This design comes from an exercise in tuning for small area, a short achievable clock period and few clock cycles on the open sky130 flow, not from production work. Where RTL was checked, it was by simulation tests only, not by an equivalence proof against the original. No functional check of the RTL was part of runs 1, 4 and 5. No activity file was given, so power comes from the tool's default toggle rates.

## flow/design.v (module list and top-level ports; edited modules follow where they fit)
// module hsid_sqsum: 838 lines
// module hsid_accsum: 364 lines
// module hsid_main: 318 lines
module hsid_main #(
    parameter WORD_WIDTH = 32,
    parameter DATA_WIDTH = 16,
    parameter DATA_WIDTH_MUL = 32,
    parameter DATA_WIDTH_ACC = 40,
    parameter BUFFER_WIDTH = 2,
    parameter HSP_BANDS_WIDTH = 7,
    parameter HSP_LIBRARY_WIDTH = 6
  ) (
    input logic clk,
    input logic rst_n,
    input logic clear,
    input logic band_data_in_valid,
    input logic [WORD_WIDTH-1:0] band_data_in,
    input logic [HSP_LIBRARY_WIDTH-1:0] hsp_library_size_in,
    input logic [HSP_BANDS_WIDTH-1:0] hsp_bands_in,
    output logic [HSP_LIBRARY_WIDTH-1:0] mse_min_ref,
    output logic [HSP_LIBRARY_WIDTH-1:0] mse_max_ref,
    output logic [WORD_WIDTH-1:0] mse_min_value,
    output logic [WORD_WIDTH-1:0] mse_max_value,
    input logic start,
    output logic done,
    output logic idle,
    output logic ready,
    output logic error,
    output logic cancelled
  );
  // ...
==> flow/flow/run.sh <==
#!/bin/bash
# The standard layout, with timing repair aimed at a shorter period than the
# 10 ns constraint (setup margin), faster port buffers, and free gate sizing.
set -o pipefail
bash standard.sh SETUP_SLACK_MARGIN=6.0 MATCH_CELL_FOOTPRINT=0 \
  "BUFFER_PORTS_ARGS=-buffer_cell sky130_fd_sc_hd__buf_4" finish > flow.log 2>&1
==> flow/standard.sh <==
#!/bin/bash
# synth_recipe.tcl (not shown) runs the flow's synth.tcl, then flattens the netlist and writes it again
# the make line also repeats each setting of config.mk as NAME=value (left out here)
make -C /OpenROAD-flow-scripts/flow DESIGN_CONFIG=/design/flow/config.mk WORK_HOME=/design/flow/orfs CLKGATE_MAP_FILE= SYNTH_SCRIPT=/design/flow/synth_recipe.tcl "${@:-finish}"
==> flow/config.mk <==
export PLATFORM = sky130hd
export DESIGN_NAME = hsid_main
export DESIGN_NICKNAME = hsid_main
export VERILOG_FILES = /design/flow/design.v
export SDC_FILE = /design/flow/constraint.sdc
export NUM_CORES = 4
export LEC_CHECK = 0
export ABC_CLOCK_PERIOD_IN_PS = 2500
export CAP_MARGIN = 20
export CORE_MARGIN = 2
export CORE_UTILIZATION = 60
export SLEW_MARGIN = 20
==> flow/constraint.sdc <==
create_clock -name core_clock -period 10.0 [get_ports {clk}]
set_input_delay 2.0000 -clock core_clock [delete_from_list [all_inputs] [get_ports {clk}]]
set_output_delay 2.0000 -clock core_clock [all_outputs]
set_load 0.01 [all_outputs]
==> impl_metrics.csv, run 1 <==
group,metric,value,unit
place,dpl-instance-area,77200,um2
clock_network,htreeDepth,4,
grt,grt_pass1_wl,205000,um
clock_network,clock_sinks,2540,
clock_network,clock_latency,0.84,ns
logic_synthesis,post_synth_most_frequent_cells,"2366 x dfxtp_1, 498 x inv_1, 312 x fa_1",
timing,skew,0.0673,ns
critical_path,critPathMaxFanout,21,
flow_run,cap_viol_max_count,0,
layout,buf_share,1.30,%
grt,gr-max-usage-layer,"met2",
critical_path,r2r_start,"m0[9]",
power_and_ir_drop,p_leak,36.7,nW
logic_synthesis,synth_top_area_share,63.6,%
outcome,status,"finished clean",
timing,hold_violations,0,
power_and_ir_drop,sw_frac_of_total,22.8,%
place,dp_slack,5.26,ns
logic_synthesis,synth_mux_area_share,3.25,%
drt,met1_length,60300,um
place,place_inst,6994,
layout,nNonClkBuffers,147,
drt,vias,35700,
floorplanning,taps,1637,
logic_synthesis,yosys.area.top_type,"dfxtp_1",
==> module hsid_main, before the edit <==
module hsid_main #(
    parameter WORD_WIDTH = 32,
    parameter DATA_WIDTH = 16,
    parameter DATA_WIDTH_MUL = 32,
    parameter DATA_WIDTH_ACC = 40,
    parameter BUFFER_WIDTH = 2,
    parameter HSP_BANDS_WIDTH = 7,
    parameter HSP_LIBRARY_WIDTH = 6
  ) (
    input logic clk,
    input logic rst_n,
    input logic clear,
    input logic band_data_in_valid,
    input logic [WORD_WIDTH-1:0] band_data_in,
    input logic [HSP_LIBRARY_WIDTH-1:0] hsp_library_size_in,
    input logic [HSP_BANDS_WIDTH-1:0] hsp_bands_in,
    output logic [HSP_LIBRARY_WIDTH-1:0] mse_min_ref,
    output logic [HSP_LIBRARY_WIDTH-1:0] mse_max_ref,
    output logic [WORD_WIDTH-1:0] mse_min_value,
    output logic [WORD_WIDTH-1:0] mse_max_value,
    input logic start,
    output logic done,
    output logic idle,
    output logic ready,
    output logic error,
    output logic cancelled
  );
  localparam logic [1:0] F_IDLE = 2'd0, F_DATA = 2'd1, F_ERRW = 2'd2;
  logic [1:0] fr, fr_n;
  logic [6:0] cfg_b;         
  logic [5:0] cfg_l;         
  logic [5:0] pm1;           
  logic [5:0] idx, idx_n;    
  logic [5:0] pix, pix_n;    
  logic [5:0] phn, phn_n;    
  logic [4:0] bcnt, bcnt_n;  
  logic back_busy, back_busy_n;
  logic pc, pc_n;            
  logic ready_n, idle_n, done_n, err_n, canc_n;
  logic start_take, bad_cfg, taken;
  logic idx_last, pix_last, pix_ref;
  logic [5:0] idx_inc, phn_inc;
  logic [1:0] tot;
  assign start_take = start && idle && !clear;
  assign bad_cfg = (hsp_bands_in < 7) || (hsp_library_size_in == 0);
  assign taken = band_data_in_valid && ready;
  assign idx_last = (idx == pm1);
  assign pix_last = (pix == cfg_l);
  assign pix_ref = (pix != 0);
  assign idx_inc = idx_last ? 6'd0 : idx + 6'd1;
  assign phn_inc = (phn == pm1) ? 6'd0 : phn + 6'd1;
  logic cv;                  
  logic d_jl;                
  always_comb begin
    fr_n = fr;
    idx_n = idx;
    pix_n = pix;
    phn_n = phn_inc;
    err_n = 1'b0;
    done_n = cv && d_jl && !clear;
    back_busy_n = back_busy && !done_n;
    bcnt_n = (bcnt != 0) ? bcnt - 5'd1 : 5'd0;
    if (taken) begin
      idx_n = idx_inc;
      if (idx_last) pix_n = pix + 6'd1;
      if (idx_last && pix_ref) bcnt_n = 5'd22;
      if (idx_last && pix_last) begin
        fr_n = F_IDLE;
        back_busy_n = 1'b1;
      end
    end
    case (fr)
      F_IDLE: if (start_take) begin
        fr_n = bad_cfg ? F_ERRW : F_DATA;
        idx_n = 6'd0;
        pix_n = 6'd0;
        phn_n = 6'd0;
      end
      F_ERRW: if (!back_busy) begin
        err_n = 1'b1;
        fr_n = F_IDLE;
      end
      default: ;
    endcase
    if (fr_n != F_DATA) ready_n = 1'b0;
    else if (fr == F_IDLE) ready_n = 1'b1;
    else if (taken) ready_n = (phn == idx) && !((idx_inc == pm1) && (pix_ref || idx_last) && (bcnt > 5'd1));
    else ready_n = (phn_inc == idx) && !(idx_last && pix_ref && (bcnt > 5'd1));
    if (clear) begin
      fr_n = F_IDLE;
      back_busy_n = 1'b0;
      err_n = 1'b0;
      ready_n = 1'b0;
    end
    tot = {1'b0, pc} + (clear ? ({1'b0, back_busy} + {1'b0, fr != F_IDLE}) : 2'd0);
    canc_n = (tot != 0);
    pc_n = (tot == 2'd2);
    idle_n = (fr_n == F_IDLE) && !pc_n;
  end
  always_ff @(posedge clk or negedge rst_n) begin
    if (!rst_n) begin
      fr <= F_IDLE;
      idx <= '0;
      pix <= '0;
      phn <= '0;
      bcnt <= '0;
      back_busy <= 1'b0;
      pc <= 1'b0;
      ready <= 1'b0;
      idle <= 1'b1;
      done <= 1'b0;
      error <= 1'b0;
      cancelled <= 1'b0;
      cfg_b <= 7'd127;
      cfg_l <= 6'd63;
      pm1 <= 6'd63;
    end else begin
      fr <= fr_n;
      idx <= idx_n;
      pix <= pix_n;
      phn <= phn_n;
      bcnt <= bcnt_n;
      back_busy <= back_busy_n;
      pc <= pc_n;
      ready <= ready_n;
      idle <= idle_n;
      done <= done_n;
      error <= err_n;
      cancelled <= canc_n;
      if (start_take && !bad_cfg) begin
        cfg_b <= hsp_bands_in;
        cfg_l <= hsp_library_size_in;
      end
      pm1 <= cfg_b[6:1] - {5'd0, !cfg_b[0]};
    end
  end
  logic [31:0] in_d;
  logic in_capv, in_refv, in_f, in_l, in_jf, in_jl;
  always_ff @(posedge clk) in_d <= band_data_in;
  always_ff @(posedge clk or negedge rst_n) begin
    if (!rst_n) begin
      in_capv <= 1'b0;
      in_refv <= 1'b0;
      in_f <= 1'b0;
      in_l <= 1'b0;
      in_jf <= 1'b0;
      in_jl <= 1'b0;
    end else begin
      in_capv <= taken && !clear && !pix_ref;
      in_refv <= taken && !clear && pix_ref;
      in_f <= (idx == 0);
      in_l <= idx_last;
      in_jf <= (pix == 6'd1);
      in_jl <= pix_last;
    end
  end
  logic [31:0] ring_out, feed;
  logic [31:0][31:0] seg5;
  logic [15:0][31:0] seg4;
  logic [7:0][31:0] seg3;
  logic [3:0][31:0] seg2;
  logic [1:0][31:0] seg1;
  logic [31:0] seg0;
  logic [31:0] rm4, rm3, rm2, rm1, rm0;
  assign feed = in_capv ? in_d : ring_out;
  assign rm4 = pm1[4] ? seg4[15] : seg5[31];
  assign rm3 = pm1[3] ? seg3[7] : rm4;
  assign rm2 = pm1[2] ? seg2[3] : rm3;
  assign rm1 = pm1[1] ? seg1[1] : rm2;
  assign rm0 = pm1[0] ? seg0 : rm1;
  always_ff @(posedge clk) begin
    seg5 <= {seg5[30:0], feed};
    seg4 <= {seg4[14:0], seg5[31]};
    seg3 <= {seg3[6:0], rm4};
    seg2 <= {seg2[2:0], rm3};
    seg1 <= {seg1[0], rm2};
    seg0 <= rm1;
    ring_out <= rm0;
  end
  logic [15:0] m0, m1;
  logic sg0, sg1;
  logic s1_v, s1_f, s1_l, s1_jf, s1_jl;
  logic [16:0] df0, df1;
  assign df0 = {1'b0, in_d[15:0]} - {1'b0, ring_out[15:0]};
  assign df1 = {1'b0, in_d[31:16]} - {1'b0, ring_out[31:16]};
  logic v1;
  assign v1 = in_refv;
  always_ff @(posedge clk) begin
    m0 <= v1 ? df0[15:0] ^ {16{df0[16]}} : 16'd0;
    m1 <= v1 ? df1[15:0] ^ {16{df1[16]}} : 16'd0;
    sg0 <= v1 && df0[16];
    sg1 <= v1 && df1[16];
    s1_f <= in_f && v1;
    s1_l <= in_l;
    s1_jf <= in_jf;
    s1_jl <= in_jl;
  end
  localparam int SQ_ROWS = 4;
  logic [SQ_ROWS*33-1:0] sq_rows_w, sq_rows;
  logic s2_v, s2_f, s2_l, s2_jf, s2_jl;
  hsid_sqsum sqsum (.m0(m0), .m1(m1), .s0(sg0), .s1(sg1), .rows(sq_rows_w));
  always_ff @(posedge clk) begin
    sq_rows <= sq_rows_w;
    s2_f <= s1_f;
    s2_l <= s1_l;
    s2_jf <= s1_jf;
    s2_jl <= s1_jl;
  end
  logic [39:0] acc_s, acc_c;
  logic [79:0] acc_w;
  logic s3_v, s3_jf, s3_jl;
  hsid_accsum accsum (
    .rows(sq_rows),
    .acc_s(s2_f ? 40'd0 : acc_s),
    .acc_c(s2_f ? 40'd0 : acc_c),
    .sum(acc_w)
  );
  always_ff @(posedge clk) begin
    acc_s <= acc_w[39:0];
    acc_c <= acc_w[79:40];
    s3_jf <= s2_jf;
    s3_jl <= s2_jl;
  end
  always_ff @(posedge clk or negedge rst_n) begin
    if (!rst_n) begin
      s1_v <= 1'b0;
      s2_v <= 1'b0;
      s3_v <= 1'b0;
    end else begin
      s1_v <= in_refv && !clear;
      s2_v <= s1_v && !clear;
      s3_v <= s2_v && s2_l && !clear;
    end
  end
  logic [6:0] bk_b;           
  logic [39:0] ssum;
  logic [31:0] dq;
  logic [6:0] drem;
  logic dh7;                  
  logic [3:0] dcnt;
  logic dbusy, d_ovf, d_jf;
  logic [6:0] ld_b, dv_b;
  logic [8:0] dv_b3;
  logic [8:0] t;
  logic [9:0] r1, r2, r3;
  logic [1:0] qd;
  logic [6:0] rem_n;
  assign ssum = acc_s + acc_c;
  assign ld_b = s3_jl ? bk_b : cfg_b;
  assign t = {drem, dq[31:30]};
  assign r1 = {1'b0, t} - {3'd0, dv_b};
  assign r2 = {1'b0, t} - {2'd0, dv_b, 1'b0};
  assign r3 = {1'b0, t} - {1'b0, dv_b3};
  always_comb begin
    if (!r3[9]) begin qd = 2'd3; rem_n = r3[6:0]; end
    else if (!r2[9]) begin qd = 2'd2; rem_n = r2[6:0]; end
    else if (!r1[9]) begin qd = 2'd1; rem_n = r1[6:0]; end
    else begin qd = 2'd0; rem_n = t[6:0]; end
  end
  always_ff @(posedge clk) begin
    if (taken && idx_last && pix_last) bk_b <= cfg_b;
    if (s3_v) begin
      dv_b <= ld_b;
      dv_b3 <= {2'd0, ld_b} + {1'b0, ld_b, 1'b0};
      dh7 <= ssum[39];
      d_jf <= s3_jf;
      d_jl <= s3_jl;
    end
    if (dbusy && dcnt == 4'd15) d_ovf <= ({dh7, drem} >= {1'b0, dv_b});
    if (s3_v) begin
      drem <= ssum[38:32];
      dq <= ssum[31:0];
    end else begin
      drem <= rem_n;
      dq <= {dq[29:0], qd};
    end
  end
  always_ff @(posedge clk or negedge rst_n) begin
    if (!rst_n) begin
      dbusy <= 1'b0;
      dcnt <= '0;
      cv <= 1'b0;
    end else begin
      cv <= dbusy && (dcnt == 0) && !clear;
      if (clear) begin
        dbusy <= 1'b0;
      end else if (s3_v) begin
        dbusy <= 1'b1;
        dcnt <= 4'd15;
      end else if (dbusy) begin
        dcnt <= dcnt - 4'd1;
        if (dcnt == 0) dbusy <= 1'b0;
      end
    end
  end
  logic [5:0] rcnt, cur_r;
  assign cur_r = d_jf ? 6'd0 : rcnt + 6'd1;
  always_ff @(posedge clk) begin
    if (cv) begin
      rcnt <= cur_r;
      if (d_jf) begin
        mse_min_value <= d_ovf ? 32'hFFFF_FFFF : dq;
        mse_max_value <= d_ovf ? 32'h0 : dq;
        mse_min_ref <= 6'd0;
        mse_max_ref <= 6'd0;
      end else if (!d_ovf) begin
        if (dq <= mse_min_value) begin
          mse_min_value <= dq;
          mse_min_ref <= cur_r;
        end
        if (dq >= mse_max_value) begin
          mse_max_value <= dq;
          mse_max_ref <= cur_r;
        end
      end
    end
  end
endmodule
==> run 2, diff against run 1 <==
--- a/flow/design.v
+++ b/flow/design.v
@@ -1242,6 +1242,8 @@
   logic pc, pc_n;            
   logic ready_n, idle_n, done_n, err_n, canc_n;
   logic start_take, bad_cfg, taken;
+  logic bad_q;               
+  logic fst;                 
   logic idx_last, pix_last, pix_ref;
   logic [5:0] idx_inc, phn_inc;
   logic [1:0] tot;
@@ -1275,11 +1277,12 @@
     end
     case (fr)
       F_IDLE: if (start_take) begin
-        fr_n = bad_cfg ? F_ERRW : F_DATA;
+        fr_n = F_DATA;
         idx_n = 6'd0;
         pix_n = 6'd0;
         phn_n = 6'd0;
       end
+      F_DATA: if (fst && bad_q) fr_n = F_ERRW;
       F_ERRW: if (!back_busy) begin
         err_n = 1'b1;
         fr_n = F_IDLE;
@@ -1318,6 +1321,8 @@
       cfg_b <= 7'd127;
       cfg_l <= 6'd63;
       pm1 <= 6'd63;
+      bad_q <= 1'b0;
+      fst <= 1'b0;
     end else begin
       fr <= fr_n;
       idx <= idx_n;
@@ -1331,11 +1336,13 @@
       done <= done_n;
       error <= err_n;
       cancelled <= canc_n;
-      if (start_take && !bad_cfg) begin
+      if (fr == F_IDLE) begin
         cfg_b <= hsp_bands_in;
         cfg_l <= hsp_library_size_in;
+        bad_q <= bad_cfg;
       end
-      pm1 <= cfg_b[6:1] - {5'd0, !cfg_b[0]};
+      fst <= start_take;
+      pm1 <= {1'b1, 5'(cfg_b[6:1] - {5'd0, !cfg_b[0]})};
     end
   end
   logic [31:0] in_d;
==> flow/flow/run.sh (replaced) <==
#!/bin/bash
# The standard layout, with timing repair aimed at a shorter period than the
# 10 ns constraint (setup margin), faster port buffers, and free gate sizing.
set -o pipefail
bash standard.sh SETUP_SLACK_MARGIN=6.6 MATCH_CELL_FOOTPRINT=0 \
  "BUFFER_PORTS_ARGS=-buffer_cell sky130_fd_sc_hd__buf_4" finish > flow.log 2>&1
==> run 2 against run 1 <==
  * Still clean
  * Global-route usage down 0.56 points
  * Die area about the same
  * Area after synthesis about the same
  * Synthesized cell count down 0.73%
  * Critical path depth down 6
  * Worst hold slack better by 0.014 ns
  * First-iteration DRC count up 1.1%
  * Routed wire length down 3.2%
  * Worst setup slack better by 0.34 ns
  * Sequential power about the same
  * Critical path type is now reg -> out
==> impl_metrics.csv, run 2 <==
group,metric,value,unit
power_and_ir_drop,power_frac_clock,42.2,%
floorplanning,ios,131,
logic_synthesis,netlist-cell-type-count,90,
logic_synthesis,synth_seq_cells,2541,
timing,hold_violations,0,
drt,totalWireLength,124000,um
grt,grt_max_degree,80,
grt,grt_overflow_total,0,
timing,skew,0.0594,ns
logic_synthesis,syn_area_per_cell,14.1,um2
logic_synthesis,async_reset_ff_share,2.64,%
critical_path,cp.required,8.00,ns
critical_path,critPathTopFamily,"flip-flops",
floorplanning,num_rows,129,
critical_path,r2r_start,"m0[1]",
place,gp_congestion,0.801,
worst_hold_path,min_path_type,"reg -> reg",
clock_network,cts_hold_buf,0,
logic_synthesis,syn_nets,5860,
layout,reg.largest.list,"seg5: 1024 flops, seg4: 512 flops, seg3: 256 flops",
logic_synthesis,post_synth_most_frequent_cells,"2366 x dfxtp_1, 505 x inv_1, 312 x fa_1",
grt,grt_pass1_vias,36600,
timing,hold_ws,0.301,ns
power_and_ir_drop,switching_power,0.00433,W
place,io_buffer_count,130,
floorplanning,die_w,356,um
drt,first_iter_violations,1971,
clock_network,clock_latency,0.82,ns
logic_synthesis,synth_edf_count,108,
timing,fmax,285,MHz
outcome,status,"finished clean",
timing,worstMarginPinSlew,1.01,ns
critical_path,slowest_stage,"dfstp_2",
grt,antenna_found_initial,12,
logic_synthesis,synth_cells,5282,
place,dpl.hpwl,79700,um
power_and_ir_drop,sw_frac_of_total,21.0,%
layout,postLayoutCoreUtil,69.1,%
timing,period_needed,3.51,ns
drt,drt-wirelength-per-cell,16.8,um
clock_network,clock_sinks,2541,
worst_hold_path,holdCritStartpoint,"seg3[154]",
drt,vias,35200,
power_and_ir_drop,peakVddDrop,0.000221,V
timing,setup_viol,0,
critical_path,crit_chain,"buf_6",
logic_synthesis,synth_flop_cell,"dfxtp_1",
logic_synthesis,mappedNetlistArea,74500,um2
timing,period_share,35.1,%
power_and_ir_drop,power_density,241,nW/um2
critical_path,critPathLaunchType,"flip-flop",
floorplanning,die_h,356,um
timing,slew_headroom,32.3,%
layout,largest_reg_flops,1024,
flow_run,cap_viol_max_count,0,
layout,layout_commonest_cell,"dfxtp_1",
logic_synthesis,yosys.area.top_type,"dfxtp_1",
critical_path,critPathMaxFanout,2,
critical_path,critical_path_class,"reg -> out",
layout,fin_area,85300,um2
logic_synthesis,synth.most_common_cell,"dfxtp_1",
drt,drt_pass1_iterations,5,
drt,ant_nets,0,
critical_path,slowest_delay,0.58,ns
logic_synthesis,synth_top_area_share,63.6,%
drt,via_per_inst,4.77,
clock_network,root_buffer,"clkbuf_16",
layout,synthToLayoutAreaGrowth,14.5,%
timing,rsz0062_at_grt,"yes",
power_and_ir_drop,power.share.combinational,4.1,%
logic_synthesis,synth.yosys.seq_area_share,70.3,%
floorplanning,die_area,127000,um2
layout,drive_gt1_share,13.7,%
drt,drcViolationCount,0,
logic_synthesis,yosysWarnings,1,
critical_path,critical_path.startpoint,"idle",
clock_network,htreeDepth,4,
power_and_ir_drop,intPower,0.0163,W
clock_network,numCtsBuffers,219,
layout,fin_nets,6140,
critical_path,crit_arrival,1.51,ns
critical_path,critPathBufInv,1,
grt,grt_pass1_wl,201000,um
clock_network,clk_pin_slew_worst_paths,0.06,ns
layout,largest_register,"seg5",
floorplanning,initial_core_util,60.3,%
logic_synthesis,ys_top_cells_by_area,"dfxtp_1 64%, fa_1 8.4%, edfxtp_1 4.4%",
power_and_ir_drop,p_leak,36.9,nW
place,dpl-instance-area,77200,um2
floorplanning,core_area,123000,um2
timing,fin_setup_tns,0,ns
clock_network,clockBufferDepth,3,
critical_path,end_kind,"primary output",
timing,maxSlewViolCount,0,
layout,final_cell_mix,"2346 x dfxtp_1, 505 x inv_1, 312 x fa_1",
grt,gr-usage-all-layers,20.3,%
power_and_ir_drop,total_power,0.0206,W
clock_network,cts_tree,"yes",
power_and_ir_drop,power.share.sequential,53.7,%
-- run 2: final cells by class --
class                      instances  area [um2]
antenna                            2        5.00
clock buffer                     312        6460
clock inverter                    93        1270
fill                            8685       38200
inverter                         505        1900
multi-input combinational       2128       19900
sequential                      2541       52300
tap                             1637        2050
timing repair buffer             167        1410
-- run 2: power by group through the flow --
stage	Combinational [W]	Sequential [W]	Clock [W]
floorplan	0.000617	0.0112	0
global placement	0.000848	0.0113	0
detailed placement	0.000849	0.0113	0
CTS	0.000858	0.0111	0.00891
global route	0.000927	0.0111	0.00934
finish	0.000839	0.0111	0.00869
-- run 2: logic make-up after synthesis --
logic type                 after synthesis  share of synthesized area, %
DFF                                   2541                          70.3
xor gates and xnor gates               144                          1.69
and+or+nand+nor                        860                          6.32
AOI/OAI and AO/OA                      379                          3.31
muxes                                  217                          3.26
adders and majority gates              528                          12.0
buffers and inverters                  613                          3.14
-- run 2: what timing repair did --
item,4_1_cts,5_1_grt
gates resized for setup,35,34
buffers inserted,11,8
gates cloned,0,0
pin swaps,0,1
hold endpoints to repair,0,0
endpoints found under the setup margin,97,120
-- run 2: path summary, 6_finish.rpt --
| kind | to | slack, ns | cells past startpoint |
|---|---|---|---|
| setup / recovery | idle | 6.49 | 1 |
| hold / removal | seg3[186] | 0.30 | 0 |
| setup reg to reg | accsum.rows[15] | 6.73 | 7 |
| hold reg to reg | seg3[186] | 0.30 | 0 |
| max in group asynchronous | s3_v | 8.08 | 1 |
| min in group asynchronous | bad_q | 1.30 | 1 |
-- run 2: through the flow --
step	setup slack, ns	instances
2_1_floorplan	6.74	5282
3_3_place_gp	6.50	6959
3_5_place_dp	6.40	6959
4_1_cts	6.41	7375
5_1_grt	6.41	7383
6_report	6.49	7385
-- run 2: metal layers --
layer  vias up  GRT usage (%)  wire [um]
li1      17300              -          -
met1     17200           29.0      60400
met2       535           31.5      56300
met3       215           4.03       5010
met4         6           5.83       2640
met5         -              0         40
Testbench counts of run 2, summed over its fixed seeds: cycles 85,157.
==> run 3, diff against run 2 <==
--- a/flow/config.mk
+++ b/flow/config.mk
@@ -9,4 +9,6 @@
 export CAP_MARGIN = 20
 export CORE_MARGIN = 2
 export CORE_UTILIZATION = 60
+export CTS_CLUSTER_DIAMETER = 100
+export CTS_CLUSTER_SIZE = 30
 export SLEW_MARGIN = 20
==> run 3 against run 2 <==
  * Still clean
  * Sequential share of layout area rose by 4.1 points
  * Final cell count fell by 4.1%
  * Synthesized cell count did not move
  * Register-to-register slack got worse by 0.04 ns
  * Count of clock-buffer cells in the layout fell by 208
  * Clock skew fell by 0.020 ns
==> impl_metrics.csv, run 3 <==
group,metric,value,unit
outcome,status,"finished clean",
critical_path,critPathTopFamily,"flip-flops",
logic_synthesis,synth.yosys.seq_area_share,70.3,%
timing,hold_ws,0.319,ns
power_and_ir_drop,power.share.sequential,66.9,%
layout,layout_commonest_cell,"dfxtp_1",
power_and_ir_drop,sw_frac_of_total,21.3,%
floorplanning,die_w,356,um
place,dp_slack,6.40,ns
logic_synthesis,async_reset_ff_share,2.64,%
clock_network,cts_tree,"yes",
power_and_ir_drop,switching_power,0.00352,W
layout,largest_reg_flops,1024,
grt,gr-usage-all-layers,19.2,%
logic_synthesis,post_synth_most_frequent_cells,"2366 x dfxtp_1, 505 x inv_1, 312 x fa_1",
clock_network,clk_pin_slew_worst_paths,0.11,ns
drt,drt_pass1_iterations,5,
drt,vias,34100,
layout,largest_register,"seg5",
power_and_ir_drop,power.share.combinational,5.1,%
power_and_ir_drop,peakVddDrop,0.000224,V
logic_synthesis,syn_area_per_cell,14.1,um2
grt,grt_pass1_wl,192000,um
critical_path,critPathBufInv,1,
logic_synthesis,mappedNetlistArea,74500,um2
floorplanning,die_area,127000,um2
critical_path,crit_chain,"buf_6",
timing,skew,0.0392,ns
clock_network,clock_latency,0.74,ns
logic_synthesis,synth_top_area_share,63.6,%
grt,antenna_found_initial,11,
logic_synthesis,synth_flop_cell,"dfxtp_1",
timing,layout_setup_ws,6.56,ns
floorplanning,initial_core_util,60.3,%
critical_path,slowest_delay,0.60,ns
grt,grt_max_degree,80,
timing,hold_violations,0,
grt,grt_overflow_total,0,
power_and_ir_drop,power_density,206,nW/um2
logic_synthesis,yosysWarnings,1,
clock_network,root_buffer,"clkbuf_16",
logic_synthesis,yosys.area.top_type,"dfxtp_1",
layout,fin_nets,6006,
clock_network,cts_hold_buf,0,
layout,drive_gt1_share,9.45,%
timing,fin_setup_tns,0,ns
logic_synthesis,ys_top_cells_by_area,"dfxtp_1 64%, fa_1 8.4%, edfxtp_1 4.4%",
critical_path,critPathMaxFanout,2,
place,gp_congestion,0.801,
layout,fin_area,80000,um2
clock_network,htreeDepth,3,
critical_path,critical_path_class,"reg -> out",
critical_path,end_kind,"primary output",
place,dpl-instance-area,77200,um2
timing,period_share,34.4,%
clock_network,clockBufferDepth,3,
logic_synthesis,synth_cells,5282,
drt,drt-wirelength-per-cell,16.8,um
timing,fmax,290,MHz
critical_path,slowest_stage,"dfstp_2",
layout,final_cell_mix,"2345 x dfxtp_1, 505 x inv_1, 312 x fa_1",
drt,drcViolationCount,0,
layout,synthToLayoutAreaGrowth,7.42,%
power_and_ir_drop,intPower,0.0130,W
logic_synthesis,synth_edf_count,108,
drt,via_per_inst,4.81,
layout,fillers,9316,
timing,maxSlewViolCount,0,
floorplanning,core_area,123000,um2
clock_network,numCtsBuffers,95,
timing,slew_headroom,31.1,%
grt,grt_pass1_vias,34600,
drt,first_iter_violations,2169,
critical_path,crit_arrival,1.44,ns
power_and_ir_drop,p_leak,34.3,nW
timing,worstMarginPinSlew,1.03,ns
timing,period_needed,3.44,ns
floorplanning,ios,131,
floorplanning,num_rows,129,
timing,rsz0062_at_grt,"yes",
clock_network,clock_sinks,2541,
floorplanning,die_h,356,um
layout,layoutNonFillerInstCount,7085,
power_and_ir_drop,power_frac_clock,28.0,%
drt,ant_nets,0,
drt,totalWireLength,119000,um
layout,reg.largest.list,"seg5: 1024 flops, seg4: 512 flops, seg3: 256 flops",
critical_path,critPathLaunchType,"flip-flop",
logic_synthesis,netlist-cell-type-count,90,
flow_run,cap_viol_max_count,0,
logic_synthesis,synth_seq_cells,2541,
logic_synthesis,syn_nets,5860,
worst_hold_path,min_path_type,"reg -> reg",
critical_path,cp.required,8.00,ns
place,dpl.hpwl,79700,um
logic_synthesis,synth.most_common_cell,"dfxtp_1",
place,place_inst,6959,
timing,setup_viol,0,
place,io_buffer_count,130,
run 3: cell type report:
| class | count | area (um2) | share of cell area (%) |
|---|---|---|---|
| antenna | 1 | 2.50 | 0.00313 |
| clock buffer | 104 | 2430 | 3.04 |
| clock inverter | 12 | 171 | 0.214 |
| inverter | 505 | 1900 | 2.37 |
| multi-input combinational | 2128 | 19800 | 24.8 |
| sequential | 2541 | 52300 | 65.4 |
| tap | 1637 | 2050 | 2.56 |
| timing repair buffer | 157 | 1250 | 1.56 |
run 3: per-stage QoR:
step	power, W	util, %
3_3_place_gp	0.0121	62.5
6_report	0.0165	64.8
4_1_cts	0.0167	64.7
5_1_grt	0.0172	64.8
2_1_floorplan	0.0118	-
3_5_place_dp	0.0121	62.5
run 3: what timing repair did:
item | in CTS | in global routing
pin swaps | 0 | 2
gates resized for setup | 23 | 23
buffers inserted | 4 | 5
endpoints found under the setup margin | 83 | 91
run 3: per-layer routing:
layer | vias to the layer above | GRT usage, % | wire, um
li1 | 16900 | - | -
met1 | 16600 | 28.6 | 59000
met4 | 8 | 5.04 | 2520
met3 | 150 | 2.89 | 4550
met2 | 422 | 29.7 | 52800
met5 | - | 0 | 39
run 3: logic make-up (layout without fill, tap and decap cells):
group | count (synthesis) | count (layout) | synth area share [%]
muxes | 217 | 217 | 3.26
xor gates and xnor gates | 144 | 144 | 1.69
DFF | 2541 | 2541 | 70.3
and+or+nand+nor | 860 | 860 | 6.32
adders and majority gates | 528 | 528 | 12.0
buffers and inverters | 613 | 778 | 3.14
AOI/OAI and AO/OA | 379 | 379 | 3.31
other | 0 | 1 | 0
run 3: power groups by stage:
stage,sequential (W),clock [W],combinational (W)
finish,0.0110,0.00462,0.000839
global route,0.0111,0.00515,0.000926
CTS,0.0111,0.00480,0.000857
detailed placement,0.0113,0,0.000849
global placement,0.0113,0,0.000848
floorplan,0.0112,0,0.000617
run 3: path summary, 6_finish.rpt:
| kind | from | endpoint | slack [ns] | cells past startpoint |
|---|---|---|---|---|
| min in group asynchronous | rst_n | bad_q | 1.36 | 1 |
| worst max-delay path | idle | idle | 6.56 | 1 |
| worst min register to register | seg3[137] | seg3[169] | 0.32 | 0 |
| max in group asynchronous | rst_n | in_capv | 8.02 | 1 |
| worst max register to register | m1[12] | accsum.rows[17] | 6.69 | 7 |
| worst min-delay path | seg3[137] | seg3[169] | 0.32 | 0 |
==> run 4, diff against run 3 <==
--- a/flow/design.v
+++ b/flow/design.v
@@ -1241,6 +1241,8 @@
   logic back_busy, back_busy_n;
   logic pc, pc_n;            
   logic ready_n, idle_n, done_n, err_n, canc_n;
+  logic busy_q;              
+  assign idle = !busy_q;
   logic start_take, bad_cfg, taken;
   logic bad_q;               
   logic fst;                 
@@ -1314,7 +1316,7 @@
       back_busy <= 1'b0;
       pc <= 1'b0;
       ready <= 1'b0;
-      idle <= 1'b1;
+      busy_q <= 1'b0;
       done <= 1'b0;
       error <= 1'b0;
       cancelled <= 1'b0;
@@ -1332,7 +1334,7 @@
       back_busy <= back_busy_n;
       pc <= pc_n;
       ready <= ready_n;
-      idle <= idle_n;
+      busy_q <= !idle_n;
       done <= done_n;
       error <= err_n;
       cancelled <= canc_n;
@@ -1347,24 +1349,13 @@
   end
   logic [31:0] in_d;
   logic in_capv, in_refv, in_f, in_l, in_jf, in_jl;
-  always_ff @(posedge clk) in_d <= band_data_in;
-  always_ff @(posedge clk or negedge rst_n) begin
-    if (!rst_n) begin
-      in_capv <= 1'b0;
-      in_refv <= 1'b0;
-      in_f <= 1'b0;
-      in_l <= 1'b0;
-      in_jf <= 1'b0;
-      in_jl <= 1'b0;
-    end else begin
-      in_capv <= taken && !clear && !pix_ref;
-      in_refv <= taken && !clear && pix_ref;
-      in_f <= (idx == 0);
-      in_l <= idx_last;
-      in_jf <= (pix == 6'd1);
-      in_jl <= pix_last;
-    end
-  end
+  assign in_d = band_data_in;
+  assign in_capv = taken && !clear && !pix_ref;
+  assign in_refv = taken && !clear && pix_ref;
+  assign in_f = (idx == 0);
+  assign in_l = idx_last;
+  assign in_jf = (pix == 6'd1);
+  assign in_jl = pix_last;
   logic [31:0] ring_out, feed;
   logic [31:0][31:0] seg5;
   logic [15:0][31:0] seg4;
@@ -1438,7 +1429,7 @@
       s2_v <= 1'b0;
       s3_v <= 1'b0;
     end else begin
-      s1_v <= in_refv && !clear;
+      s1_v <= in_refv;
       s2_v <= s1_v && !clear;
       s3_v <= s2_v && s2_l && !clear;
     end
==> flow/flow/run.sh (replaced) <==
#!/bin/bash
# The standard layout, with timing repair aimed at a shorter period than the
# 10 ns constraint (setup margin), faster port buffers, and free gate sizing.
set -o pipefail
bash standard.sh SETUP_SLACK_MARGIN=6.8 MATCH_CELL_FOOTPRINT=0 \
  "BUFFER_PORTS_ARGS=-buffer_cell sky130_fd_sc_hd__buf_4" finish > flow.log 2>&1
--- a/flow/config.mk
+++ b/flow/config.mk
@@ -10,5 +10,5 @@
 export CORE_MARGIN = 2
 export CORE_UTILIZATION = 60
 export CTS_CLUSTER_DIAMETER = 100
-export CTS_CLUSTER_SIZE = 30
+export CTS_CLUSTER_SIZE = 24
 export SLEW_MARGIN = 20
==> run 4 against run 3 <==
  * Still clean on timing, DRC and antenna
  * Critical path depth rose by 14
  * Combinational power fell by 23%
  * Flip-flop and latch count fell by 38
  * Non-clock buffer count rose by 67
  * Power fell by 1.4%
  * Register-to-register slack improved by 0.14 ns
  * Via count rose by 1.3%
  * Largest cell class unchanged
  * Largest power group unchanged
==> impl_metrics.csv, run 4 <==
group,metric,value,unit
outcome,status,"finished clean",
logic_synthesis,yosysWarnings,1,
drt,ant_nets,0,
logic_synthesis,synth.most_common_cell,"dfxtp_1",
logic_synthesis,ys_top_cells_by_area,"dfxtp_1 63%, fa_1 8.5%, edfxtp_1 4.4%",
timing,period_share,38.5,%
logic_synthesis,yosys.area.top_type,"dfxtp_1",
grt,grt_overflow_total,0,
logic_synthesis,synth_top_area_share,63.4,%
clock_network,clockBufferDepth,3,
logic_synthesis,syn_nets,5807,
floorplanning,ios,131,
critical_path,cp.required,10.64,ns
logic_synthesis,post_synth_most_frequent_cells,"2334 x dfxtp_1, 503 x inv_1, 312 x fa_1",
clock_network,clock_sinks,2503,
logic_synthesis,synth_edf_count,108,
critical_path,slowest_stage,"fa_2",
power_and_ir_drop,power_density,201,nW/um2
layout,largest_register,"seg5",
critical_path,r2r_slack,6.83,ns
logic_synthesis,netlist-cell-type-count,84,
timing,hold_ws,0.298,ns
critical_path,crit_arrival,4.49,ns
critical_path,r2r_start,"m0[4]",
critical_path,slowest_delay,0.37,ns
drt,via_per_inst,4.85,
timing,worstMarginPinSlew,1.12,ns
drt,drcViolationCount,0,
worst_hold_path,min_path_type,"reg -> reg",
place,dpl.hpwl,80400,um
power_and_ir_drop,total_power,0.0163,W
logic_synthesis,async_reset_ff_share,2.44,%
logic_synthesis,synth_seq_cells,2503,
logic_synthesis,synth.yosys.seq_area_share,69.9,%
critical_path,end_kind,"flip-flop",
timing,period_needed,3.85,ns
timing,skew,0.0579,ns
timing,fin_setup_tns,0,ns
timing,setup_viol,0,
place,gp_congestion,0.818,
floorplanning,die_h,355,um
timing,fmax,260,MHz
drt,vias,34500,
logic_synthesis,mappedNetlistArea,73700,um2
floorplanning,die_w,355,um
drt,totalWireLength,125000,um
layout,reg.largest.list,"seg5: 1024 flops, seg4: 512 flops, seg3: 256 flops",
drt,first_iter_violations,2007,
grt,grt_max_degree,81,
clock_network,cts_tree,"yes",
clock_network,cts_hold_buf,0,
clock_network,clock_latency,0.77,ns
place,dp_slack,5.00,ns
place,io_buffer_count,130,
logic_synthesis,syn_area_per_cell,14.1,um2
critical_path,crit_chain,"buf_8 -> inv_8 -> ha_4 -> fa_2 -> nor2b_2 -> o21a_2 -> o21ai_2 -> a211oi_2 -> nor3_2 -> nor4b_2 -> a221oi_2 -> a21oi_4 -> clkbuf_16 -> xnor2_2 -> nor2_1",
flow_run,cap_viol_max_count,0,
layout,largest_reg_flops,1024,
grt,gr-usage-all-layers,20.2,%
grt,grt_pass1_wl,198000,um
timing,layout_setup_ws,6.15,ns
floorplanning,die_area,126000,um2
timing,maxSlewViolCount,0,
critical_path,critPathBufInv,3,
critical_path,critPathTopFamily,"compound AO/OA/AOI/OAI gates",
layout,final_cell_mix,"2316 x dfxtp_1, 498 x inv_1, 309 x fa_1",
logic_synthesis,synth_cells,5229,
drt,drt_pass1_iterations,7,
floorplanning,core_area,122000,um2
layout,layout_commonest_cell,"dfxtp_1",
layout,drive_gt1_share,12.8,%
floorplanning,num_rows,128,
critical_path,critical_path_class,"in -> reg",
clock_network,root_buffer,"clkbuf_16",
timing,rsz0062_at_grt,"yes",
layout,fin_nets,6046,
drt,drt-wirelength-per-cell,17.5,um
grt,antenna_found_initial,3,
floorplanning,initial_core_util,60.5,%
power_and_ir_drop,p_leak,34.8,nW
clock_network,numCtsBuffers,114,
critical_path,critical_path.startpoint,"band_data_in[0]",
layout,synthToLayoutAreaGrowth,10.0,%
critical_path,critPathLaunchType,"input pin",
critical_path,critPathMaxFanout,8,
timing,hold_violations,0,
worst_hold_path,holdCritStartpoint,"seg5[74]",
grt,grt_pass1_vias,35500,
clock_network,htreeDepth,3,
timing,slew_headroom,25.1,%
clock_network,clk_pin_slew_worst_paths,0.10,ns
logic_synthesis,synth_flop_cell,"dfxtp_1",
power_and_ir_drop,peakVddDrop,0.000203,V
run 4: changes by cell type after synthesis, sizes merged, moves of 10 or more:
cell	change
nand3	+10
o21bai	-10
dfxtp	-32
o21ai	-39
and2	-22
mux2	+21
nor2	+32
nand2	-18
run 4: worst reg2reg max path, stage by stage, from the launching register on:
cell,delay [ns]
dfxtp_2,0.67
nand2_1,0.17
fa_1,0.53
inv_1,0.06
fa_1,0.53
inv_1,0.05
fa_1,0.49
inv_1,0.05
fa_1,0.46
run 4: metal layers:
| layer | wire length, um | vias to the layer above | part of all wire, % | global-route usage (%) |
|---|---|---|---|---|
| met1 | 60600 | 17000 | 49 | 29.4 |
| met4 | 2890 | 2 | 2.3 | 5.15 |
| met5 | 12 | - | 0.0096 | 0 |
| met2 | 56700 | 440 | 46 | 32.0 |
| li1 | - | 16900 | - | - |
| met3 | 4300 | 183 | 3.5 | 3.02 |
run 4: power breakdown:
part	switching, W	internal, W
Sequential	0.000245	0.0104
Combinational	0.000325	0.000324
Clock	0.00289	0.00210
Total	0.00346	0.0128
run 4: final cells by class:
type                    instances  area [um2]
diodes                          1        2.50
clock buffers                 129        2940
fillers                      8969       40800
well taps                    1625        2030
repair buffers                224        2170
flip-flops and latches       2503       51600
inverters                     503        1910
clock inverters                 8         151
multi-input cells            2122       20300
run 4: through the flow:
stage	instance area, um2	util [%]	std cells
after floorplan	73900	-	5229
after global placement	76700	62.9	6904
after detailed placement	76700	62.9	6904
after CTS	80600	66.1	7081
after global routing	81100	66.5	7114
final	81100	66.5	7115
run 4: logic make-up after synthesis:
| family | Yosys count | synth area share (%) |
|---|---|---|
| and+or+nand+nor | 865 | 6.34 |
| xor gates and xnor gates | 150 | 1.78 |
| muxes | 234 | 3.56 |
| AOI/OAI and AO/OA | 344 | 3.17 |
| DFF | 2503 | 69.9 |
| adders and majority gates | 528 | 12.1 |
| buffers and inverters | 605 | 3.11 |
run 4: path summary, 6_finish.rpt:
check                                   to  depth (start not counted)
setup / recovery                    m0[12]                         15
hold / removal                   seg5[106]                          0
setup reg to reg           accsum.rows[14]                          8
hold reg to reg                  seg5[106]                          0
max in group asynchronous             s3_v                          1
min in group asynchronous            error                          1
run 4: timing repair:
item                       CTS  global route
pin swaps                   21            23
setup buffers               38            32
gates resized for setup    120            45
setup endpoints to repair  235           194
cloned                       2             1
==> run 5, diff against run 4 <==
--- a/flow/config.mk
+++ b/flow/config.mk
@@ -10,5 +10,5 @@
 export CORE_MARGIN = 2
 export CORE_UTILIZATION = 60
 export CTS_CLUSTER_DIAMETER = 100
-export CTS_CLUSTER_SIZE = 24
+export CTS_CLUSTER_SIZE = 30
 export SLEW_MARGIN = 20
==> run 5 against run 4 <==
  * Via count is 0.56% lower
  * Register-to-register slack hardly changed
  * Non-clock buffer count is 15 lower
  * Largest cell class unchanged
  * Combinational power is 2% higher
  * Die area stayed put
  * Sequential power hardly changed
  * Critical path depth is 1 higher
  * Critical endpoint is now m0[3]
  * Synthesized cell count stayed put
  * Area after synthesis stayed put
  * Utilization is 0.45 points lower
==> impl_metrics.csv, run 5 <==
group,metric,value,unit
outcome,status,"finished clean",
logic_synthesis,synth_compound_area_share,3.17,%
floorplanning,core_area,122000,um2
power_and_ir_drop,power_frac_clock,29.1,%
worst_hold_path,min_path_type,"reg -> reg",
timing,fmax,259,MHz
logic_synthesis,synth-xor-area-share,1.78,%
logic_synthesis,synth_top_area_share,63.4,%
floorplanning,die_area,126000,um2
timing,worstMarginPinSlew,1.12,ns
floorplanning,die_h,355,um
logic_synthesis,syn_nets,5807,
grt,gr-usage-all-layers,20.0,%
power_and_ir_drop,peakVddDrop,0.000223,V
logic_synthesis,ys_top_cells_by_area,"dfxtp_1 63%, fa_1 8.5%, edfxtp_1 4.4%",
layout,fin_nets,6012,
grt,grt_max_degree,81,
clock_network,htreeDepth,3,
clock_network,cts_tree,"yes",
logic_synthesis,yosys.area.top_type,"dfxtp_1",
timing,maxSlewViolCount,0,
layout,n_antenna_cell,0,
layout,largest_register,"seg5",
drt,drt_pass1_iterations,5,
power_and_ir_drop,intPower,0.0125,W
layout,synthToLayoutAreaGrowth,9.26,%
logic_synthesis,synth_cells,5229,
power_and_ir_drop,power.share.combinational,4.1,%
critical_path,critPathMaxFanout,5,
place,dpl-instance-area,76700,um2
timing,slew_headroom,25.2,%
logic_synthesis,yosys.area_share.adder,12.1,%
drt,first_iter_violations,1899,
power_and_ir_drop,power_density,198,nW/um2
layout,largest_reg_flops,1024,
layout,drive_gt1_share,12.3,%
logic_synthesis,netlist-cell-type-count,84,
logic_synthesis,synth_edf_count,108,
layout,fin_area,80500,um2
drt,vias,34300,
drt,totalWireLength,123000,um
timing,fin_setup_tns,0,ns
clock_network,clock_sinks,2503,
logic_synthesis,synth_top_family_by_area,"adder cells",
drt,drcViolationCount,0,
logic_synthesis,synth.yosys.seq_area_share,69.9,%
logic_synthesis,synth_seq_cells,2503,
layout,postLayoutCoreUtil,66.1,%
logic_synthesis,mappedNetlistArea,73700,um2
critical_path,r2r_start,"mse_min_value[9]",
place,gp_congestion,0.818,
floorplanning,num_rows,128,
drt,drt-wirelength-per-cell,17.4,um
logic_synthesis,synth_flop_cell,"dfxtp_1",
power_and_ir_drop,total_power,0.0159,W
grt,grt_pass1_vias,35200,
timing,skew,0.0396,ns
power_and_ir_drop,sw_frac_of_total,21.4,%
critical_path,critical_path.startpoint,"band_data_in[0]",
power_and_ir_drop,switching_power,0.00340,W
clock_network,numCtsBuffers,94,
clock_network,clock_latency,0.74,ns
grt,antenna_found_initial,3,
grt,grt_overflow_total,0,
place,io_buffer_count,130,
clock_network,clockBufferDepth,3,
flow_run,cap_viol_max_count,0,
logic_synthesis,async_reset_ff_share,2.44,%
logic_synthesis,syn_area_per_cell,14.1,um2
layout,reg.largest.list,"seg5: 1024 flops, seg4: 512 flops, seg3: 256 flops",
timing,period_share,38.6,%
place,dpl.hpwl,80400,um
critical_path,crit_arrival,4.51,ns
critical_path,critPathLaunchType,"input pin",
power_and_ir_drop,p_leak,34.5,nW
timing,period_needed,3.86,ns
power_and_ir_drop,power.share.sequential,66.7,%
clock_network,root_buffer,"clkbuf_16",
drt,via_per_inst,4.85,
critical_path,cp.required,10.65,ns
timing,hold_violations,0,
worst_hold_path,holdCritStartpoint,"seg5[662]",
floorplanning,ios,131,
logic_synthesis,post_synth_most_frequent_cells,"2334 x dfxtp_1, 503 x inv_1, 312 x fa_1",
timing,hold_ws,0.319,ns
floorplanning,die_w,355,um
layout,layout_commonest_cell,"dfxtp_1",
timing,rsz0062_at_grt,"yes",
grt,grt_pass1_wl,196000,um
critical_path,critical_path_class,"in -> reg",
floorplanning,initial_core_util,60.5,%
layout,final_cell_mix,"2316 x dfxtp_1, 498 x inv_1, 309 x fa_1",
logic_synthesis,synth-simple-area-share,6.34,%
clock_network,clk_pin_slew_worst_paths,0.10,ns
clock_network,cts_hold_buf,0,
timing,setup_viol,0,
logic_synthesis,synth.most_common_cell,"dfxtp_1",
drt,ant_nets,0,
logic_synthesis,synth_mux_area_share,3.56,%
logic_synthesis,yosysWarnings,1,
critical_path,end_kind,"flip-flop",
[run 5: through the flow]
stage | std cells | setup slack (ns)
floorplan | 5229 | 5.72
global placement | 6904 | 5.04
detailed placement | 6904 | 5.00
CTS | 7058 | 6.21
global route | 7079 | 6.08
finish | 7079 | 6.14
[run 5: timing repair]
action | in CTS | in global routing
endpoints found under the setup margin | 235 | 210
resized for setup | 118 | 50
pin swaps | 22 | 19
buffers inserted | 36 | 18
hold endpoints to repair | 0 | 0
cloned | 2 | 3
[run 5: path summary, 6_finish.rpt]
kind | endpoint | slack [ns] | cells past startpoint
max in group asynchronous | s3_v | 8.09 | 1
max reg2reg | mse_min_value[12] | 6.84 | 13
min reg2reg | seg5[694] | 0.32 | 0
max | m0[3] | 6.14 | 16
min | seg5[694] | 0.32 | 0
min in group asynchronous | error | 1.35 | 1
[run 5: worst max-delay path, cell delays in order]
cell and delay, ns:
buf_8 0.08, inv_8 0.03, ha_4 0.17, fa_2 0.36
nor2b_2 0.12, o21a_2 0.20, o21ai_2 0.09, a211oi_2 0.32
nor3_2 0.09, nor4b_2 0.28, a221oi_2 0.09, a21oi_4 0.15
buf_12 0.14, buf_12 0.13, xnor2_1 0.11, and2_1 0.13
[run 5: final cells by class]
| class | instances | area (um2) |
|---|---|---|
| timing repair buffer | 209 | 2030 |
| inverter | 503 | 1910 |
| clock buffer | 105 | 2410 |
| fill | 8997 | 41300 |
| multi-input combinational | 2123 | 20300 |
| sequential | 2503 | 51600 |
| clock inverter | 11 | 230 |
| tap | 1625 | 2030 |
[run 5: routing by layer]
layer	vias to the layer above	routed length, um	global-route usage, %	share of wire [%]
li1	16800	-	-	-
met5	-	12	0	0.0097
met2	454	55800	31.6	45
met1	16800	60200	29.3	49
met4	2	2780	4.90	2.3
met3	169	4680	2.96	3.8
[run 5: kinds of logic (layout without fill, tap and decap cells)]
group	after synthesis	in the layout
and+or+nand+nor	865	865
DFF	2503	2503
xor gates and xnor gates	150	150
muxes	234	234
buffers and inverters	605	828
AOI/OAI and AO/OA	344	346
adders and majority gates	528	528
[run 5: power by group through the flow]
| stage | clock [W] | combinational, W | sequential [W] |
|---|---|---|---|
| 6_report | 0.00463 | 0.000659 | 0.0106 |
| 4_1_cts | 0.00480 | 0.000620 | 0.0107 |
| 3_3_place_gp | 0 | 0.000570 | 0.0109 |
| 2_1_floorplan | 0 | 0.000502 | 0.0107 |
| 3_5_place_dp | 0 | 0.000574 | 0.0109 |
| 5_1_grt | 0.00514 | 0.000714 | 0.0107 |
==> run 6, diff against run 5 <==
--- a/flow/design.v
+++ b/flow/design.v
@@ -1320,10 +1320,6 @@
       done <= 1'b0;
       error <= 1'b0;
       cancelled <= 1'b0;
-      cfg_b <= 7'd127;
-      cfg_l <= 6'd63;
-      pm1 <= 6'd63;
-      bad_q <= 1'b0;
       fst <= 1'b0;
     end else begin
       fr <= fr_n;
@@ -1338,24 +1334,37 @@
       done <= done_n;
       error <= err_n;
       cancelled <= canc_n;
-      if (fr == F_IDLE) begin
-        cfg_b <= hsp_bands_in;
-        cfg_l <= hsp_library_size_in;
-        bad_q <= bad_cfg;
-      end
       fst <= start_take;
-      pm1 <= {1'b1, 5'(cfg_b[6:1] - {5'd0, !cfg_b[0]})};
     end
   end
+  always_ff @(posedge clk) begin
+    if (fr == F_IDLE) begin
+      cfg_b <= hsp_bands_in;
+      cfg_l <= hsp_library_size_in;
+      bad_q <= bad_cfg;
+    end
+    pm1 <= {1'b1, 5'(cfg_b[6:1] - {5'd0, !cfg_b[0]})};
+  end
   logic [31:0] in_d;
   logic in_capv, in_refv, in_f, in_l, in_jf, in_jl;
-  assign in_d = band_data_in;
-  assign in_capv = taken && !clear && !pix_ref;
-  assign in_refv = taken && !clear && pix_ref;
-  assign in_f = (idx == 0);
-  assign in_l = idx_last;
-  assign in_jf = (pix == 6'd1);
-  assign in_jl = pix_last;
+  always_ff @(posedge clk) in_d <= band_data_in;
+  always_ff @(posedge clk or negedge rst_n) begin
+    if (!rst_n) begin
+      in_capv <= 1'b0;
+      in_refv <= 1'b0;
+      in_f <= 1'b0;
+      in_l <= 1'b0;
+      in_jf <= 1'b0;
+      in_jl <= 1'b0;
+    end else begin
+      in_capv <= taken && !clear && !pix_ref;
+      in_refv <= taken && !clear && pix_ref;
+      in_f <= (idx == 0);
+      in_l <= idx_last;
+      in_jf <= (pix == 6'd1);
+      in_jl <= pix_last;
+    end
+  end
   logic [31:0] ring_out, feed;
   logic [31:0][31:0] seg5;
   logic [15:0][31:0] seg4;
@@ -1429,7 +1438,7 @@
       s2_v <= 1'b0;
       s3_v <= 1'b0;
     end else begin
-      s1_v <= in_refv;
+      s1_v <= in_refv && !clear;
       s2_v <= s1_v && !clear;
       s3_v <= s2_v && s2_l && !clear;
     end
--- a/flow/config.mk
+++ b/flow/config.mk
@@ -10,5 +10,5 @@
 export CORE_MARGIN = 2
 export CORE_UTILIZATION = 60
 export CTS_CLUSTER_DIAMETER = 100
-export CTS_CLUSTER_SIZE = 30
+export CTS_CLUSTER_SIZE = 24
 export SLEW_MARGIN = 20
==> run 6 against run 5 <==
  * Fmax increased by 14%
  * Utilization down 0.22 points
  * Largest power group unchanged
  * Clock skew is 0.014 ns higher
  * Still clean on timing, DRC and antenna
  * Via count up 1.4%
  * Count of clock-buffer cells in the layout up 28
  * Worst setup slack improved by 0.47 ns
  * Non-clock buffer count is 20 lower
==> impl_metrics.csv, run 6 <==
group,metric,value,unit
outcome,status,"finished clean",
logic_synthesis,syn_nets,5931,
logic_synthesis,ys_top_cells_by_area,"dfxtp_1 64%, fa_1 8.4%, edfxtp_1 4.9%",
logic_synthesis,synth_top_area_share,63.7,%
floorplanning,ios,131,
place,dpl.hpwl,82600,um
critical_path,critical_path_class,"reg -> out",
logic_synthesis,synth_flop_cell,"dfxtp_1",
layout,reg.largest.list,"seg5: 1024 flops, seg4: 512 flops, seg3: 256 flops",
grt,grt_overflow_total,0,
grt,grt_max_degree,80,
logic_synthesis,synth_seq_cells,2541,
floorplanning,die_area,127000,um2
timing,skew,0.0532,ns
timing,maxSlewViolCount,0,
critical_path,critPathMaxFanout,2,
logic_synthesis,yosys.area.top_type,"dfxtp_1",
layout,largest_reg_flops,1024,
floorplanning,num_rows,129,
drt,ant_nets,0,
critical_path,slowest_delay,0.45,ns
critical_path,crit_arrival,1.39,ns
logic_synthesis,synth.yosys.seq_area_share,70.2,%
timing,rsz0062_at_grt,"yes",
drt,via_per_inst,4.83,
layout,final_cell_mix,"2337 x dfxtp_1, 506 x inv_1, 312 x fa_1",
critical_path,slowest_stage,"dfrtp_1",
critical_path,critPathBufInv,2,
clock_network,numCtsBuffers,117,
logic_synthesis,syn_area_per_cell,13.9,um2
clock_network,clock_latency,0.76,ns
timing,period_share,33.9,%
critical_path,worst-path-stages,2,
power_and_ir_drop,power_density,220,nW/um2
layout,postLayoutCoreUtil,65.9,%
clock_network,htreeDepth,3,
logic_synthesis,synth_edf_count,122,
timing,setup_viol,0,
logic_synthesis,post_synth_most_frequent_cells,"2371 x dfxtp_1, 506 x inv_1, 312 x fa_1",
power_and_ir_drop,p_leak,34.9,nW
clock_network,cts_tree,"yes",
layout,fillers,9142,
power_and_ir_drop,peakVddDrop,0.000218,V
critical_path,reg2reg_depth,9,
floorplanning,die_w,356,um
layout,register_area,52400,um2
logic_synthesis,netlist-cell-type-count,77,
critical_path,critPathTopFamily,"flip-flops",
grt,grt_pass1_wl,198000,um
flow_run,cap_viol_max_count,0,
timing,worstMarginPinSlew,1.11,ns
logic_synthesis,async_reset_ff_share,1.89,%
grt,antenna_found_initial,8,
timing,slew_headroom,26.1,%
critical_path,critPathLaunchType,"flip-flop",
drt,first_iter_violations,2082,
logic_synthesis,mappedNetlistArea,74500,um2
logic_synthesis,synth.most_common_cell,"dfxtp_1",
clock_network,clock_sinks,2541,
drt,drt_pass1_iterations,5,
layout,layoutNonFillerInstCount,7208,
power_and_ir_drop,total_power,0.0179,W
layout,drive_gt1_share,10.3,%
floorplanning,die_h,356,um
drt,vias,34800,
layout,layout_commonest_cell,"dfxtp_1",
logic_synthesis,yosysWarnings,1,
worst_hold_path,min_path_type,"reg -> reg",
layout,largest_register,"seg5",
timing,fmax,295,MHz
layout,fin_nets,6121,
clock_network,clockBufferDepth,3,
layout,multi_input_area,20000,um2
timing,hold_violations,0,
drt,drcViolationCount,0,
logic_synthesis,synth_cells,5353,
floorplanning,initial_core_util,60.4,%
floorplanning,core_area,123000,um2
drt,totalWireLength,123000,um
place,io_buffer_count,130,
timing,hold_ws,0.301,ns
critical_path,crit_chain,"inv_1 -> buf_6",
layout,synthToLayoutAreaGrowth,9.13,%
worst_hold_path,holdPathStages,0,
grt,gr-usage-all-layers,20.0,%
timing,period_needed,3.39,ns
grt,grt_pass1_vias,35600,
critical_path,cp.required,8.00,ns
timing,fin_setup_tns,0,ns
drt,drt-wirelength-per-cell,17.1,um
critical_path,end_kind,"primary output",
clock_network,root_buffer,"clkbuf_16",
clock_network,clk_pin_slew_worst_paths,0.10,ns
clock_network,cts_hold_buf,0,
place,gp_congestion,0.825,
place,place_inst,7016,
## run 6: changes by cell type after synthesis, moves of 6 or more
cell | before | now
xnor2_1 | 99 | 79
dfstp_2 | 18 | 0
nand2_1 | 150 | 185
o21ai_0 | 60 | 106
a21boi_0 | 0 | 11
nor3b_1 | 6 | 12
dfxtp_1 | 2334 | 2371
o21ai_1 | 12 | 2
edfxtp_1 | 108 | 122
mux2_2 | 224 | 187
clkbuf_1 | 92 | 107
nor2b_1 | 73 | 63
nor3_1 | 26 | 37
## run 6: cell families after synthesis
kind of cell / Yosys count / share of synthesized area, %
multiplexers: 194 / 2.92
XOR/XNOR: 133 / 1.56
flip-flops: 2541 / 70.2
adder cells (fa/ha/maj): 528 / 12.0
AO/OA/AOI/OAI: 404 / 3.46
AND/OR/NAND/NOR: 929 / 6.67
buffers and inverters: 624 / 3.16
## run 6: cell type report
cell class / instances / area share [%]
multi-input cells: 2188 / 24.6
inverters: 506 / 2.34
diodes: 2 / 0.00615
clock inverters: 12 / 0.285
well taps: 1637 / 2.52
flip-flops and latches: 2541 / 64.4
clock buffers: 133 / 3.71
repair buffers: 189 / 2.15
## run 6: what timing repair did
item                       in CTS  in global routing
pin swaps                       2                  1
resized for setup             102                 40
setup endpoints to repair     127                182
buffers inserted               25                 20
## run 6: per-stage QoR
step	instance area, um2	worst slack (ns)
4_1_cts	81000	6.53
3_5_place_dp	77200	6.26
5_1_grt	81300	6.52
2_1_floorplan	74600	6.85
3_3_place_gp	77200	6.23
6_report	81300	6.61
## run 6: power by group
| group | switching, W | internal (W) | leakage [nW] |
|---|---|---|---|
| clock network | 0.00294 | 0.00219 | 1.58 |
| registers | 0.000312 | 0.0109 | 21.1 |
| logic | 0.000832 | 0.000723 | 12.3 |
| total | 0.00408 | 0.0138 | 34.9 |
## run 6: worst paths after layout
check                        startpoint         to  slack [ns]
max                              busy_q       idle        6.61
min                           seg5[234]  seg5[266]        0.30
max reg2reg                ring_out[21]     m1[13]        6.88
min reg2reg                   seg5[234]  seg5[266]        0.30
max in group asynchronous         rst_n    in_capv        8.24
min in group asynchronous         rst_n       in_f        1.27
## run 6: metal layers
layer | GRT usage (%) | up-vias | share of wire [%]
met5 | 0 | - | 0.017
met4 | 4.62 | 4 | 2.2
met3 | 3.24 | 170 | 3.6
met2 | 31.0 | 398 | 45
met1 | 29.8 | 16900 | 50
li1 | - | 17300 | -
## run 6: worst register-to-register path: stages, from the launching register on
cell	delay, ns
dfxtp_1	0.47
inv_1	0.13
ha_1	0.24
or4_1	0.53
o211ai_1	0.20
a41oi_1	0.17
o41ai_2	0.53
o21a_1	0.41
o21ai_0	0.15
a21oi_1	0.17
Testbench counts of run 6, summed over its fixed seeds: cycles 85,157.
==> run 7, diff against run 6 <==
==> flow/flow/run.sh (replaced) <==
#!/bin/bash
# The standard layout, with timing repair aimed at a shorter period than the
# 10 ns constraint (setup margin), faster port buffers, and free gate sizing.
set -o pipefail
bash standard.sh SETUP_SLACK_MARGIN=6.8 MATCH_CELL_FOOTPRINT=0 \
  "BUFFER_PORTS_ARGS=-buffer_cell sky130_fd_sc_hd__buf_2" finish > flow.log 2>&1
--- a/flow/config.mk
+++ b/flow/config.mk
@@ -10,5 +10,5 @@
 export CORE_MARGIN = 2
 export CORE_UTILIZATION = 60
 export CTS_CLUSTER_DIAMETER = 100
-export CTS_CLUSTER_SIZE = 24
+export CTS_CLUSTER_SIZE = 30
 export SLEW_MARGIN = 20
==> run 7 against run 6 <==
  * Still clean on timing, DRC and antenna
  * Critical path depth is the same
  * Via count is essentially flat
  * Utilization shrank 0.90 points
  * Worst setup slack gained 0.0091 ns
  * First-iteration DRC count grew 8.1%
  * Power shrank 2.2%
  * Register-to-register slack gained 0.03 ns
  * Clock skew grew 0.00056 ns
  * Non-clock buffer count shrank 3
  * Final cell count shrank 0.39%
  * Global-route usage shrank 0.29 points
  * Largest cell class unchanged
  * Largest power group unchanged
==> impl_metrics.csv, run 7 <==
group,metric,value,unit
timing,hold_violations,0,
timing,period_share,33.8,%
grt,gr-max-usage-layer,"met2",
place,gp_congestion,0.829,
logic_synthesis,netlist-cell-type-count,77,
logic_synthesis,ys_top_cells_by_area,"dfxtp_1 64%, fa_1 8.4%, edfxtp_1 4.9%",
layout,fillers,9302,
logic_synthesis,synth_edf_count,122,
critical_path,reg2reg_to,"accsum.rows[16]",
grt,gr-usage-all-layers,19.7,%
timing,rsz0062_at_grt,"yes",
timing,worstMarginPinSlew,0.988,ns
outcome,status,"finished clean",
logic_synthesis,synth_flop_cell,"dfxtp_1",
flow_run,cap_viol_max_count,0,
layout,postLayoutCoreUtil,65.0,%
critical_path,end_kind,"primary output",
grt,grt_max_degree,80,
critical_path,crit_arrival,1.38,ns
floorplanning,die_h,356,um
timing,skew,0.0538,ns
logic_synthesis,syn_area_per_cell,13.9,um2
worst_hold_path,min_path_type,"reg -> reg",
floorplanning,die_w,356,um
critical_path,critPathTopFamily,"flip-flops",
floorplanning,ios,131,
critical_path,cp.required,8.00,ns
clock_network,clock_sinks,2541,
layout,largest_register,"seg5",
clock_network,clk_pin_slew_worst_paths,0.11,ns
power_and_ir_drop,peakVddDrop,0.000212,V
critical_path,slowest_delay,0.44,ns
drt,via_per_inst,4.84,
grt,grt_pass1_wl,196000,um
layout,reg.largest.list,"seg5: 1024 flops, seg4: 512 flops, seg3: 256 flops",
grt,grt_util_met2,30.8,%
drt,totalWireLength,123000,um
logic_synthesis,synth.most_common_cell,"dfxtp_1",
layout,synthToLayoutAreaGrowth,7.63,%
clock_network,htreeDepth,3,
critical_path,critPathLaunchType,"flip-flop",
clock_network,cts_hold_buf,0,
timing,maxSlewViolCount,0,
clock_network,clock_latency,0.74,ns
layout,fin_nets,6099,
timing,period_needed,3.38,ns
critical_path,critical_path_class,"reg -> out",
worst_hold_path,holdCritStartpoint,"seg3[13]",
clock_network,clockBufferDepth,3,
drt,ant_nets,0,
power_and_ir_drop,power_density,219,nW/um2
drt,drt-wirelength-per-cell,17.1,um
timing,slew_headroom,34.1,%
timing,setup_viol,0,
critical_path,r2r_slack,6.91,ns
place,place_inst,7019,
floorplanning,num_rows,129,
power_and_ir_drop,total_power,0.0175,W
grt,antenna_found_initial,4,
drt,vias,34800,
layout,final_cell_mix,"2339 x dfxtp_1, 506 x inv_1, 312 x fa_1",
grt,met3_usage,2.72,%
timing,fin_setup_tns,0,ns
layout,layout_commonest_cell,"dfxtp_1",
logic_synthesis,synth.yosys.seq_area_share,70.2,%
layout,largest_reg_flops,1024,
layout,drive_gt1_share,10.0,%
worst_hold_path,holdPathStages,0,
floorplanning,initial_core_util,60.4,%
logic_synthesis,yosys.area.top_type,"dfxtp_1",
layout,layoutNonFillerInstCount,7180,
drt,drt_pass1_iterations,5,
clock_network,root_buffer,"clkbuf_16",
logic_synthesis,async_reset_ff_share,1.89,%
drt,drcViolationCount,0,
grt,grt_pass1_vias,35400,
logic_synthesis,mappedNetlistArea,74500,um2
power_and_ir_drop,p_leak,34.5,nW
logic_synthesis,synth_cells,5353,
timing,fmax,296,MHz
critical_path,r2r_start,"m1[11]",
floorplanning,die_area,127000,um2
place,dpl.hpwl,82600,um
floorplanning,core_area,123000,um2
logic_synthesis,yosysWarnings,1,
critical_path,critPathBufInv,2,
logic_synthesis,post_synth_most_frequent_cells,"2371 x dfxtp_1, 506 x inv_1, 312 x fa_1",
place,io_buffer_count,130,
grt,met1_usage,29.6,%
critical_path,reg2reg_depth,7,
logic_synthesis,synth_seq_cells,2541,
critical_path,critPathMaxFanout,2,
layout,n_antenna_cell,0,
logic_synthesis,syn_nets,5931,
critical_path,crit_chain,"inv_1 -> buf_2",
grt,grt_overflow_total,0,
clock_network,cts_tree,"yes",
critical_path,slowest_stage,"dfrtp_1",
logic_synthesis,synth_top_area_share,63.7,%
drt,first_iter_violations,2250,
clock_network,numCtsBuffers,97,
worst_hold_path,min_to,"seg3[45]",
## run 7: cell counts after synthesis
Identical to the previous run, type by type.
## run 7: cell families after synthesis
logic type / share of synthesized area, %
XOR/XNOR: 1.56
AND/OR/NAND/NOR: 6.67
multiplexers: 2.92
adder cells (fa/ha/maj): 12.0
buffers and inverters: 3.16
flip-flops: 70.2
AO/OA/AOI/OAI: 3.46
## run 7: layout make-up
type | instances | area [um2] | share of cell area (%)
Multi-Input combinational cell | 2189 | 20000 | 24.9
Inverter | 506 | 1900 | 2.37
Clock inverter | 12 | 189 | 0.236
Tap cell | 1637 | 2050 | 2.55
Timing Repair Buffer | 186 | 1180 | 1.47
Sequential cell | 2541 | 52400 | 65.3
Clock buffer | 109 | 2520 | 3.15
## run 7: worst max-delay path by stage
stage / end / depth (start not counted) / start / slack, ns
floorplan: busy_q / 7 / band_data_in_valid / 6.85
global placement: busy_q / 6 / clear / 6.20
detailed placement: busy_q / 6 / clear / 6.12
CTS: ready / 1 / ready / 6.54
global route: idle / 2 / busy_q / 6.52
finish: idle / 2 / busy_q / 6.62
## run 7: what timing repair did
| action | CTS | global route |
|---|---|---|
| resized for setup | 52 | 28 |
| gates cloned | 0 | 1 |
| setup buffers | 20 | 19 |
| endpoints found under the setup margin | 126 | 152 |
| pin swaps | 2 | 4 |
## run 7: per-stage QoR
step / instance area [um2] / setup slack [ns] / hold slack [ns]
detailed placement: 76900 / 6.12 / 0.312
global placement: 76900 / 6.20 / 0.310
finish: 80200 / 6.62 / 0.306
CTS: 79900 / 6.54 / 0.296
floorplan: 74600 / 6.85 / 0.310
global route: 80200 / 6.52 / 0.319
## run 7: metal layers
layer,wire (um),share of wire (%),vias to the layer above
li1,-,-,17200
met1,61700,50,17000
met2,54800,45,400
met3,3800,3.1,143
met4,2300,1.9,2
met5,7,0.0057,-
## run 7: power breakdown
part	total, W	switching [W]	internal, W
Sequential	0.0112	0.000302	0.0109
Combinational	0.00157	0.000845	0.000721
Clock	0.00473	0.00288	0.00184
## run 7: worst register-to-register path: cells and delay by family, from the launching register on
family	cells	cell delay (ns)
adders and majority gates	4	1.71
buffers and inverters	2	0.12
DFF	1	0.92
and+or+nand+nor	1	0.24

## port drivers added, routing unchanged
How much do the figures lean on ideal ports? The routed layouts below were timed once more, with nothing changed but the port constraints. Step 1 sets driving cells, clkbuf_16 on the clock port and buf_2 on the other inputs (assumed; they add their load-dependent delay and slew). Step 2 times the ports against the registers' clock, not the clock port: input delays grow and output delays shrink by t, the midpoint of the rising clock arrivals with the driver on. a / b / c = ideal ports / drivers / drivers and shift; a / b = the first two.
run | t, ns | setup slack, ns
run 1 | 0.877 | 6.145 / 6.186 / 5.310
run 2 | 0.864 | 6.485 / 6.410 / 6.359
run 3 | 0.798 | 6.556 / 6.482 / 6.354
run 4 | 0.815 | 6.155 / 6.182 / 5.367
run 5 | 0.802 | 6.140 / 6.171 / 5.368
run 6 | 0.808 | 6.608 / 6.532 / 6.330
run 7 | 0.793 | 6.617 / 6.544 / 6.167
After both steps setup and hold are still met in every run listed.
